Context: an optimization exercise on an open-source flow, tuned for small area, a short achievable clock period and few clock cycles per item. The choices shown serve that exercise and are no tape-out recipe. Only the layout flow was run in this run; the RTL was not checked for function there. Power figures rest on the tool's default switching activity, not on a simulated workload.

<file path="design.v">
module SystolicArrayAxiWrapper(
    input axi_clk,
    input axi_rst_n,
    input s_axis_valid,
    input [47:0] s_axis_data,
    output s_axis_ready,
    output m_axis_valid,
    output [143:0] m_axis_data,
    input m_axis_ready
);
logic ovalid;    
logic [15:0] acc [0:8];
logic [2:0] cy [0:8];
logic [1:0]  beat_in;   
logic        v1;        
logic        first, last;    
logic [47:0] d;
wire stall = first && ovalid && !m_axis_ready;
wire go = v1 && !stall;
assign s_axis_ready = !(v1 && stall);
assign m_axis_valid = ovalid;
wire fire = s_axis_valid && s_axis_ready;
always_ff @(posedge axi_clk) begin
    if (!axi_rst_n) begin
        beat_in <= 2'd0;
        v1 <= 1'b0;
        ovalid <= 1'b0;
    end else begin
        if (fire) beat_in <= (beat_in == 2'd2) ? 2'd0 : beat_in + 2'd1;
        if (s_axis_ready) v1 <= s_axis_valid;
        if (go && last) ovalid <= 1'b1;
        else if (m_axis_ready) ovalid <= 1'b0;
    end
end
always_ff @(posedge axi_clk) begin
    if (s_axis_ready) begin
        d <= s_axis_data;
        first <= (beat_in == 2'd0);
        last <= (beat_in == 2'd2);
    end
end
wire gate = 1'b1;
wire clr = first;
logic [3:0] one [0:2], two [0:2], neg [0:2];
genvar j, r;
generate
    for (j = 0; j < 3; j++) begin : g_enc
        wire [8:0] b = {s_axis_data[24 + 8*j +: 8], 1'b0};
        for (r = 0; r < 4; r++) begin : g_dig
            wire one_d = b[2*r+1] ^ b[2*r];
            wire two_d = (b[2*r+2] & ~b[2*r+1] & ~b[2*r]) | (~b[2*r+2] & b[2*r+1] & b[2*r]);
            wire neg_d = b[2*r+2];
            always_ff @(posedge axi_clk) begin
                if (s_axis_ready) begin
                    one[j][r] <= one_d;
                    two[j][r] <= two_d;
                    neg[j][r] <= neg_d;
                end
            end
        end
    end
endgenerate
genvar i, jj;
generate
    for (i = 0; i < 3; i++) begin : g_row
        for (jj = 0; jj < 3; jj++) begin : g_col
            wire [15:0] sum;
            wire [2:0] cout;
            wire [15:0] start = clr ? 16'h0100 : acc[3*i+jj];
            Mac u_mac (.a(d[8*i +: 8]), .one(one[jj]), .two(two[jj]), .neg(neg[jj]), .act(gate), .acc(start), .cin(clr ? 3'd0 : cy[3*i+jj]), .cout(cout), .sum(sum));
            always_ff @(posedge axi_clk) if (go) cy[3*i+jj] <= cout;
            always_ff @(posedge axi_clk) if (go) acc[3*i+jj] <= sum;
            assign m_axis_data[16*(3*i+jj) +: 16] = acc[3*i+jj] + {1'b0, 1'b0, 1'b0, cy[3*i+jj][2], 1'b0, 1'b0, 1'b0, cy[3*i+jj][1], 1'b0, 1'b0, 1'b0, cy[3*i+jj][0], 1'b0, 1'b0, 1'b0, 1'b0};
        end
    end
endgenerate
endmodule
module Mac(
    input [7:0] a,
    input [3:0] one, two, neg,
    input act,
    input [15:0] acc,
    input [2:0] cin,
    output [2:0] cout,
    output [15:0] sum
);
    wire p0 = (one[0] & a[0]) ^ neg[0];
    wire p1 = ((one[0] & a[1]) | (two[0] & a[0])) ^ neg[0];
    wire p2 = ((one[0] & a[2]) | (two[0] & a[1])) ^ neg[0];
    wire p3 = ((one[0] & a[3]) | (two[0] & a[2])) ^ neg[0];
    wire p4 = ((one[0] & a[4]) | (two[0] & a[3])) ^ neg[0];
    wire p5 = ((one[0] & a[5]) | (two[0] & a[4])) ^ neg[0];
    wire p6 = ((one[0] & a[6]) | (two[0] & a[5])) ^ neg[0];
    wire p7 = ((one[0] & a[7]) | (two[0] & a[6])) ^ neg[0];
    wire p8 = ((one[0] & a[7]) | (two[0] & a[7])) ^ neg[0];
    wire p9 = ~p8 & act;
    wire p10 = (one[1] & a[0]) ^ neg[1];
    wire p11 = ((one[1] & a[1]) | (two[1] & a[0])) ^ neg[1];
    wire p12 = ((one[1] & a[2]) | (two[1] & a[1])) ^ neg[1];
    wire p13 = ((one[1] & a[3]) | (two[1] & a[2])) ^ neg[1];
    wire p14 = ((one[1] & a[4]) | (two[1] & a[3])) ^ neg[1];
    wire p15 = ((one[1] & a[5]) | (two[1] & a[4])) ^ neg[1];
    wire p16 = ((one[1] & a[6]) | (two[1] & a[5])) ^ neg[1];
    wire p17 = ((one[1] & a[7]) | (two[1] & a[6])) ^ neg[1];
    wire p18 = ((one[1] & a[7]) | (two[1] & a[7])) ^ neg[1];
    wire p19 = ~p18 & act;
    wire p20 = (one[2] & a[0]) ^ neg[2];
    wire p21 = ((one[2] & a[1]) | (two[2] & a[0])) ^ neg[2];
    wire p22 = ((one[2] & a[2]) | (two[2] & a[1])) ^ neg[2];
    wire p23 = ((one[2] & a[3]) | (two[2] & a[2])) ^ neg[2];
    wire p24 = ((one[2] & a[4]) | (two[2] & a[3])) ^ neg[2];
    wire p25 = ((one[2] & a[5]) | (two[2] & a[4])) ^ neg[2];
    wire p26 = ((one[2] & a[6]) | (two[2] & a[5])) ^ neg[2];
    wire p27 = ((one[2] & a[7]) | (two[2] & a[6])) ^ neg[2];
    wire p28 = ((one[2] & a[7]) | (two[2] & a[7])) ^ neg[2];
    wire p29 = ~p28 & act;
    wire p30 = (one[3] & a[0]) ^ neg[3];
    wire p31 = ((one[3] & a[1]) | (two[3] & a[0])) ^ neg[3];
    wire p32 = ((one[3] & a[2]) | (two[3] & a[1])) ^ neg[3];
    wire p33 = ((one[3] & a[3]) | (two[3] & a[2])) ^ neg[3];
    wire p34 = ((one[3] & a[4]) | (two[3] & a[3])) ^ neg[3];
    wire p35 = ((one[3] & a[5]) | (two[3] & a[4])) ^ neg[3];
    wire p36 = ((one[3] & a[6]) | (two[3] & a[5])) ^ neg[3];
    wire p37 = ((one[3] & a[7]) | (two[3] & a[6])) ^ neg[3];
    wire p38 = ((one[3] & a[7]) | (two[3] & a[7])) ^ neg[3];
    wire p39 = ~p38 & act;
    wire s40 = neg[0] ^ p0 ^ acc[0];
    wire c41 = (neg[0] & p0) | (neg[0] & acc[0]) | (p0 & acc[0]);
    wire s42 = neg[1] ^ p10 ^ p2;
    wire c43 = (neg[1] & p10) | (neg[1] & p2) | (p10 & p2);
    wire s44 = p11 ^ p3 ^ acc[3];
    wire c45 = (p11 & p3) | (p11 & acc[3]) | (p3 & acc[3]);
    wire s46 = neg[2] ^ p12 ^ p20;
    wire c47 = (neg[2] & p12) | (neg[2] & p20) | (p12 & p20);
    wire s48 = p4 ^ acc[4] ^ cin[0];
    wire c49 = (p4 & acc[4]) | (p4 & cin[0]) | (acc[4] & cin[0]);
    wire s50 = p13 ^ p21 ^ p5;
    wire c51 = (p13 & p21) | (p13 & p5) | (p21 & p5);
    wire s52 = neg[3] ^ p14 ^ p22;
    wire c53 = (neg[3] & p14) | (neg[3] & p22) | (p14 & p22);
    wire s54 = p30 ^ p6 ^ acc[6];
    wire c55 = (p30 & p6) | (p30 & acc[6]) | (p6 & acc[6]);
    wire s56 = p15 ^ p23 ^ p31;
    wire c57 = (p15 & p23) | (p15 & p31) | (p23 & p31);
    wire s58 = p16 ^ p24 ^ p32;
    wire c59 = (p16 & p24) | (p16 & p32) | (p24 & p32);
    wire s60 = p9 ^ acc[8] ^ cin[1];
    wire c61 = (p9 & acc[8]) | (p9 & cin[1]) | (acc[8] & cin[1]);
    wire s62 = p17 ^ p25 ^ p33;
    wire c63 = (p17 & p25) | (p17 & p33) | (p25 & p33);
    wire s64 = p19 ^ p26 ^ p34;
    wire c65 = (p19 & p26) | (p19 & p34) | (p26 & p34);
    wire s66 = p27 ^ p35 ^ acc[11];
    wire c67 = (p27 & p35) | (p27 & acc[11]) | (p35 & acc[11]);
    wire s68 = p29 ^ p36 ^ acc[12];
    wire c69 = (p29 & p36) | (p29 & acc[12]) | (p36 & acc[12]);
    wire s70 = p1 ^ acc[1] ^ c41;
    wire c71 = (p1 & acc[1]) | (p1 & c41) | (acc[1] & c41);
    wire s72 = s46 ^ c45 ^ s48;
    wire c73 = (s46 & c45) | (s46 & s48) | (c45 & s48);
    wire s74 = c47 ^ s50 ^ acc[5];
    wire c75 = (c47 & s50) | (c47 & acc[5]) | (s50 & acc[5]);
    wire s76 = c51 ^ s52 ^ s54;
    wire c77 = (c51 & s52) | (c51 & s54) | (s52 & s54);
    wire s78 = p7 ^ c53 ^ s56;
    wire c79 = (p7 & c53) | (p7 & s56) | (c53 & s56);
    wire s80 = c57 ^ s58 ^ s60;
    wire c81 = (c57 & s58) | (c57 & s60) | (s58 & s60);
    wire s82 = c59 ^ s62 ^ acc[9];
    wire c83 = (c59 & s62) | (c59 & acc[9]) | (s62 & acc[9]);
    wire s84 = c63 ^ s64 ^ acc[10];
    wire c85 = (c63 & s64) | (c63 & acc[10]) | (s64 & acc[10]);
    wire s86 = cin[2] ^ c67 ^ s68;
    wire c87 = (cin[2] & c67) | (cin[2] & s68) | (c67 & s68);
    wire s88 = p37 ^ acc[13] ^ c69;
    wire c89 = (p37 & acc[13]) | (p37 & c69) | (acc[13] & c69);
    wire s90 = s42 ^ acc[2] ^ c71;
    wire c91 = (s42 & acc[2]) | (s42 & c71) | (acc[2] & c71);
    wire s92 = c49 ^ s74 ^ c73;
    wire c93 = (c49 & s74) | (c49 & c73) | (s74 & c73);
    wire s94 = acc[7] ^ s78 ^ c55;
    wire c95 = (acc[7] & s78) | (acc[7] & c55) | (s78 & c55);
    wire s96 = c61 ^ s82 ^ c81;
    wire c97 = (c61 & s82) | (c61 & c81) | (s82 & c81);
    wire s98 = c65 ^ c85 ^ s66;
    wire c99 = (c65 & c85) | (c65 & s66) | (c85 & s66);
    wire s100 = p39 ^ acc[14] ^ c89;
    wire c101 = (p39 & acc[14]) | (p39 & c89) | (acc[14] & c89);
    wire s102 = c43 ^ s44 ^ c91;
    wire c103 = (c43 & s44) | (c43 & c91) | (s44 & c91);
    wire s104 = c75 ^ s76 ^ c93;
    wire c105 = (c75 & s76) | (c75 & c93) | (s76 & c93);
    wire s106 = c79 ^ c95 ^ s80;
    wire c107 = (c79 & c95) | (c79 & s80) | (c95 & s80);
    wire s108 = c83 ^ s84 ^ c97;
    wire c109 = (c83 & s84) | (c83 & c97) | (s84 & c97);
    wire s110 = c77 ^ s94 ^ c105;
    wire c111 = (c77 & s94) | (c77 & c105) | (s94 & c105);
    wire [15:0] rx = {acc[15], s100, c87, c99, s98, s108, c107, s106, s110, s104, s92, s72, s102, s90, s70, s40};
    wire [15:0] ry = {c101, 1'b0, s88, s86, c109, 1'b0, s96, c111, 1'b0, 1'b0, 1'b0, c103, 1'b0, 1'b0, 1'b0, 1'b0};
    assign {cout[0], sum[3:0]} = rx[3:0] + ry[3:0];
    assign {cout[1], sum[7:4]} = rx[7:4] + ry[7:4];
    assign {cout[2], sum[11:8]} = rx[11:8] + ry[11:8];
    assign sum[15:12] = rx[15:12] + ry[15:12];
endmodule
</file>
<file path="run.sh">
#!/bin/bash
# synth_recipe.tcl (not shown) runs the flow's synth.tcl, then flattens the netlist and writes it again
# the make line also repeats each setting of config.mk as NAME=value (left out here)
make -C /OpenROAD-flow-scripts/flow DESIGN_CONFIG=/design/flow/config.mk WORK_HOME=/design/flow/orfs CLKGATE_MAP_FILE= SYNTH_SCRIPT=/design/flow/synth_recipe.tcl finish
</file>
<file path="config.mk">
export PLATFORM = sky130hd
export DESIGN_NAME = SystolicArrayAxiWrapper
export DESIGN_NICKNAME = SystolicArrayAxiWrapper
export VERILOG_FILES = /design/flow/design.v
export SDC_FILE = /design/flow/constraint.sdc
export NUM_CORES = 4
export LEC_CHECK = 0
export CAP_MARGIN = 20
export CORE_MARGIN = 2
export CORE_UTILIZATION = 40
export SETUP_SLACK_MARGIN = 3.0
export SLEW_MARGIN = 20
</file>
<file path="constraint.sdc">
create_clock -name core_clock -period 6.5 [get_ports {axi_clk}]
set_input_delay 1.3000 -clock core_clock [delete_from_list [all_inputs] [get_ports {axi_clk}]]
set_output_delay 1.3000 -clock core_clock [all_outputs]
set_load 0.01 [all_outputs]
</file>
==> run notes <==
area by class of cell:
cell class / count / area [um^2] / area share
clock buffers: 41 / 918 / 0.0284
multi-input cells: 1599 / 17400 / 0.536
repair buffers: 480 / 4870 / 0.151
inverters: 317 / 1190 / 0.0368
well taps: 846 / 1060 / 0.0327
flip-flops and latches: 228 / 6810 / 0.210
clock inverters: 14 / 148 / 0.00456
diodes: 1 / 2.50 / 0.0000773
repair_timing:
| item | 4_1_cts | 5_1_grt |
|---|---|---|
| gates cloned | 4 | 1 |
| pin swaps | 93 | 67 |
| buffers inserted | 206 | 14 |
| endpoints found under the setup margin | 161 | 106 |
| gates resized for setup | 200 | 115 |
cell families after synthesis:
family	after synthesis
compound gates	361
simple gates	363
flops	228
mux	29
fa+ha+maj	405
xor+xnor	441
buf+inv	555
metrics by stage:
step / cell area, um^2 / setup slack (ns) / util / total power, W / std cells
after floorplan: 26200 / 1.99 / - / 0.00927 / 2382
after global placement: 28200 / 1.88 / 0.446 / 0.0115 / 3245
after detailed placement: 28200 / 1.85 / 0.446 / 0.0117 / 3245
after CTS: 31900 / 2.42 / 0.505 / 0.0142 / 3510
after global routing: 32400 / 2.30 / 0.513 / 0.0156 / 3526
final: 32400 / 2.41 / 0.513 / 0.0143 / 3526
report_power, final:
part	switching (W)	total (W)	internal, W
registers	0.000524	0.00316	0.00264
logic	0.00466	0.00927	0.00461
clock network	0.000724	0.00184	0.00112
total	0.00591	0.0143	0.00837
how the worst min path moves through the flow:
stage	to	slack, ns	depth (start not counted)
after CTS	beat_in[0]	0.50	2
final	beat_in[0]	0.50	2
after detailed placement	beat_in[0]	0.50	2
after floorplan	beat_in[1]	0.45	2
after global routing	beat_in[0]	0.52	2
after global placement	beat_in[1]	0.46	2
per-layer routing:
layer | vias up | share of wire
met2 | 795 | 0.47
met4 | 0 | 0.039
li1 | 8337 | -
met1 | 9692 | 0.41
met3 | 135 | 0.082
met5 | - | 0
layout by cell type, fill, tap and decap left out, types with 16 or more instances in the layout:
cell and n:
a22oi_1 180, edfxtp_1 224, clkbuf_16 36, fa_2 74, xnor2_1 229, nand2_1 63
ha_1 63, buf_4 175, nor2_1 25, buf_6 56, xor2_1 193, clkdlybuf4s50_1 151
ha_4 26, buf_12 36, mux2_2 18, xor2_2 16, nor2b_1 106, inv_1 280
a22oi_2 69, nand3_1 41, nand2b_1 65, inv_2 37, nand4b_1 17, dlygate4sd2_1 27
fa_1 232, o21ai_0 40
state kept, by name, indices dropped and copies added (netlist names):
name     flops
ovalid       1
beat_in      2
d           24
two         12
cy          18
acc        144
v1           1
one         12
last         1
neg         12
first        1
critical path, delay by kind of cell, from the launching register on:
kind | cells | cell delay [ns]
DFF | 1 | 0.47
AOI/OAI and AO/OA | 2 | 0.43
adders and majority gates | 7 | 2.45
buffers and inverters | 2 | 0.28
xor gates and xnor gates | 1 | 0.18
==> results.ini <==
[yosys]
synth_compound_area_frac=0.102
synth_ff_type=edfxtp_1
synth_simple_gate_area_frac=0.0806
synth_area_um2=25600
yosysTopAreaCellShare=0.263
syn_nets=2839
synth_fa_ha_area_frac=0.288
yosys-top-cells-count=inv_1 (317), fa_1 (306), a22oi_1 (248)
yosysSeqAreaShare=0.266
synth_edf_count=224
ys_ff_latch=228
synth_top_family_by_area=adder cells
synthArstFlopShare=0
yosys_warnings=11
syn_area_per_cell_um2=10.7
synth.area.mux_share=0.0122
synth_top_area_cell=edfxtp_1
synth_most_common_cell=inv_1
ys_top_cells_by_area=edfxtp_1 (26%), fa_1 (24%), xnor2_1 (8.0%)
synth.distinct_cells=40
synthXorXnorAreaFrac=0.151
netlist_instances=2382

[power_and_ir_drop]
p_per_area_nw_per_um2=441
power.leakage_nw=13.0
ir_worst_vdd_mv=0.241

[clock_tree]
htree_levels=2
clock_path_buffers=3
clkTransAtPathRegs_ns=0.05
cts_tree=built
clock_latency_ns=0.56
cts_buffers=34
cts_root_buffer=clkbuf_16
clock_sinks=228
cts_hold_buffers=0

[placed_design]
gp_congestion=0.836
dpl.hpwl_um=48100
io_buffers=197

[die]
ios=198
rows=92
die_x_um=257
initial_utilization=0.405
die-area_um2=65900
die_h_um=257
core_area_um2=63100

[finish]
fill_cells=5604
syn_to_final_growth_pct=26.6
nets=3117
drive_above_1_share=0.235

[timing]
maxClockFrequency_mhz=245
finalHoldViolCount=0
layout_min_cycle_time_ns=4.09
tns_ns=0
setup_viol=0
rsz0062_at_grt=yes
tightest_slew_ns=1.09
fin_crit_sh=0.629
drv_slew=0
hold_ws_ns=0.499
fin_skew_ns=0.0213
maxSlewHeadroom=0.274

[setup_path]
cp.required_ns=6.80
crit_chain=buf_4, a22oi_2, xor2_2, fa_1, inv_1, fa_1, fa_2, fa_2, fa_2, ha_4, fa_2, a31o_2
r2r_setup_slack_ns=2.41
worstReg2RegEnd=cy[1][2]
cp_max_fo=4
arrival_ns=4.38
reg2reg_depth=12
slowest_delay_ns=0.47
crit_path_frequent_cell=fa_2
critPathCapture=cy[1][2]
crit_slowest_cell=edfxtp_1
regToRegStartpoint=one[1][1]
path_class=flip-flop to flip-flop
crit_start=one[1][1]
worst_setup_path_end_kind=flip-flop
start_kind=flip-flop

[worst_hold_path]
min-delay-start=beat_in[0]
hold_class=flip-flop to flip-flop

[grt]
use_met3=0.0491
grt.busiest_layer=met2
track_usage=0.235
grt_util_met2=0.379
grt_max_degree=163
overflow=0
antenna_found_initial=1
grt_pass1_wl_um=120000
grt_pass1_vias=20294
grt_use_met1=0.314

[route]
wl_per_cell_um=21.8
wirelength_um=76900
drc=0
drtIter0Drc=1544
ant_nets=0
first_pass_iters=6
viasPerCell=5.38
vias=18959

[status]
status=complete, no violations

[run]
cap_violations=0

re-timing with driven ports:
No port has a modelled driver above. Below, the same layout with a new extraction and two added sets of constraints. Step 1 assumes that a clkbuf_16 drives the clock port and a buf_2 every other input. Step 2 also shifts input and output timing later by t, the mid clock arrival at the registers, as if the neighbouring blocks saw the same clock. Three values: no drivers, after step 1, after step 2; two values: the first two.
shift t [ns]: 0.609
setup slack, ns: 2.412 / 2.412 / 2.412
latest minus earliest clock arrival (ns): 0.021 / 0.022
After both steps this run still meets setup and hold. For this run, drivers alone change the setup slack by 0.000 ns; drivers and shift together by 0.000 ns.
